Background: an optimization exercise with open tools, aiming at small area, a short achievable clock period and few clock cycles. Do not read the settings as production practice.
Function was checked by simulation only, so behaviour that the tests miss may differ from the original.

// muldiv_unit
module muldiv_unit(
    input  logic clk,
    input  logic rst_n,
    input                muldiv_start, 
    input [2:0]          muldiv_op, 
    input [32-1:0]    muldiv_a, 
    input [32-1:0]    muldiv_b, 
    input [1-1:0] muldiv_hart_id, 
    input [4:0]          muldiv_rd,
    output                muldiv_busy, 
    output                muldiv_done, 
    output [32-1:0]    muldiv_result, 
    output [1-1:0] muldiv_done_hart_id, 
    output [4:0]          muldiv_done_rd
);
For scale: ~1900 cells after synthesis.
export LEC_CHECK = 0
export CAP_MARGIN = 20
export CORE_MARGIN = 2
export CORE_UTILIZATION = 25
export PLACE_DENSITY = 0.5
export SLEW_MARGIN = 20
create_clock -name core_clock -period 11.0 [get_ports {clk}]
standard.sh (not shown) runs the stock make flow with config.mk's settings and CLKGATE_MAP_FILE= SYNTH_SCRIPT=/design/flow/synth_recipe.tcl, a recipe that flattens the netlist after the stock synthesis.
==> flow/flow/run.sh <==
#!/bin/bash
cp standard.sh standard.sh.txt
export SETUP_SLACK_MARGIN=7
bash standard.sh > standard.log 2>&1
Testbench counts at the start, summed over its fixed seeds: cycles 114,349.
Edit:
--- a/flow/design.v
+++ b/flow/design.v
@@ -12,24 +12,23 @@
     output                muldiv_done, 
     output [32-1:0]    muldiv_result, 
     output [1-1:0] muldiv_done_hart_id, 
     output [4:0]          muldiv_done_rd
 );
     logic st_mul, st_div, st_sw1, st_sw2, st_fix1, st_fix2;
     logic busy_r, done_r;
     logic [32:0] x;       
     logic [37:0] h;       
-    logic [31:0] l;       
-    logic        msign;   
+    logic [35:0] l;       
     logic [5:0]  n;       
     logic        op_rem;
     logic        sa, sb;  
-    logic        sel_mulh, sel_rem;
+    logic        sel_mul, sel_mulh, sel_rem;
     logic [1-1:0]  tag_hid;
     logic [5-1:0] tag_rd;
     logic [37:0] y0, y1;
     logic        cc0, cin;
     wire [37:0] cs  = h ^ y0 ^ y1;
     wire [37:0] cc  = {((h[36:0] & y0[36:0]) | (h[36:0] & y1[36:0]) | (y0[36:0] & y1[36:0])), cc0};
     wire [37:0] s   = cs + cc + {37'd0, cin};
     wire q   = ~s[37];
     wire xnz = |x[31:0];
@@ -109,19 +108,19 @@
         nx_neg = 1'b1;
         if (idle) begin
             nx_is_mul = !in_div;
             d0_nx = bdec({muldiv_a[2:1], 1'b0});
             d1_nx = bdec(muldiv_a[4:2]);
             nx_neg = !in_sa && !in_sb;
         end else if (st_mul) begin
             nx_is_mul = 1'b1;
             d0_nx = bdec(l[6:4]);
-            d1_nx = bdec({(n == 6'd2) ? msign : l[8], l[7:6]});
+            d1_nx = bdec(l[8:6]);
         end else begin
             nx_neg = (st_sw1 || st_fix1) ? 1'b1 : ~sb;
         end
         if (!nx_is_mul) d1_nx = 3'b000;
     end
     wire [37:0] xn38 = {{5{x_nx[32]}}, x_nx};
     wire        m1 = !nx_is_mul;                  
     wire        m2 = nx_is_mul && d0_nx[2];       
     wire        m4 = nx_is_mul && d0_nx[1];       
@@ -131,52 +130,53 @@
         y0  <= {((({37{m1}} & xn38[37:1]) | ({37{m2}} & xn38[36:0]) | ({37{m4}} & {xn38[35:0], 1'b0})) ^ {37{n0}}),
                 (m1 ? (xn38[0] ^ n0) : d1_nx[0])};
         y1  <= {(({35{d1_nx[2]}} & xn38[34:0]) | ({35{d1_nx[1]}} & {xn38[33:0], 1'b0})) ^ {35{d1_nx[0]}},
                 {3{d1_nx[0]}}};
         cc0 <= nx_is_mul & d0_nx[0];
         cin <= n0;
     end
     always_ff @(posedge clk) begin
         if (idle) begin
-            l        <= muldiv_a;
-            msign    <= a_sext & muldiv_a[31];
+            l        <= {{4{a_sext & muldiv_a[31]}}, muldiv_a};
             h        <= (in_div || !muldiv_a[0]) ? 38'd0 : {{6{b_sext & muldiv_b[31]}}, muldiv_b};
             n        <= in_div ? 6'd33 : 6'd8;
             op_rem   <= muldiv_op[1];
             sa       <= in_sa;
             sb       <= in_sb;
+            sel_mul  <= ~in_div & (muldiv_op[1:0] == 2'b00);
             sel_mulh <= ~in_div & (muldiv_op[1:0] != 2'b00);
             sel_rem  <= in_div & muldiv_op[1];
             tag_hid  <= muldiv_hart_id;
             tag_rd   <= muldiv_rd;
         end else if (st_mul) begin
             h <= {{4{s[37]}}, s[37:4]};
-            l <= {s[3:0], l[31:4]};
+            l <= {s[3:0], l[35:4]};
             n <= n - 6'd1;
         end else if (st_div) begin
             if (ok16) begin
                 h <= {5'd0, h[16:0], l[31:16]};
-                l <= {l[15:0], {16{fill}}};
+                l <= {l[19:0], {16{fill}}};
                 n <= n - 6'd16;
             end else if (ok4) begin
                 h <= {5'd0, h[28:0], l[31:28]};
-                l <= {l[27:0], {4{fill}}};
+                l <= {l[31:0], {4{fill}}};
                 n <= n - 6'd4;
             end else begin
                 h <= {5'd0, (q ? s[31:0] : h[31:0]), l[31]};
-                l <= {l[30:0], q};
+                l <= {l[34:0], q};
                 n <= n - 6'd1;
             end
         end else begin
             h <= 38'd0;
-            l <= s[31:0];
+            l <= {4'd0, s[31:0]};
             if (st_fix2) sel_rem <= 1'b0;
         end
     end
     assign muldiv_busy         = busy_r;
     assign muldiv_done         = done_r;
-    assign muldiv_result       = sel_mulh ? h[31:0] :
+    assign muldiv_result       = sel_mul  ? l[35:4] :
+                                 sel_mulh ? h[31:0] :
                                  sel_rem  ? h[32:1] :
                                  l[31:0];
     assign muldiv_done_hart_id = tag_hid;
     assign muldiv_done_rd      = tag_rd;
 endmodule
Outcome: Via count is higher by 0.39%. Cell area increases by 3.1%. Core utilization rises by 1.0 points. Die area barely changes. Worst setup slack gets worse by 0.18 ns. Synthesized cell count is higher by 1.3%. Sequential share of layout area fell by 0.27 points. Worst hold slack improved by 0.039 ns. Cell count grows by 1.4%. Non-clock buffer count increases by 22.
Testbench counts after the change, summed over its fixed seeds: cycles 114,349.

what the ideal ports hide:
In the flow no input, the clock included, has a driving cell. The finished layouts below were timed again as built, in two steps.
Step 1 sets driving cells, clkbuf_16 on the clock port and buf_2 on the other inputs (assumed; they add their load-dependent delay and slew).
Step 2 times the ports against the registers' clock, not the clock port: input delays grow and output delays shrink by t, the midpoint of the rising clock arrivals with the driver on.
Three values: ideal ports, drivers, drivers and shift; two values: the first two.
run | t, ns | setup slack, ns | worst register clock-pin slew, ns | pins driven straight from the clock port
the first run | 0.539 | 6.871 / 6.871 / 6.678 | 0.08 / 0.08 | 1
the second run | 0.617 | 6.689 / 6.689 / 6.531 | 0.07 / 0.07 | 1
After both steps setup and hold are still met in every run listed. For the first run, which loses most, drivers alone change the setup slack by 0.000 ns; drivers and shift together by -0.193 ns.
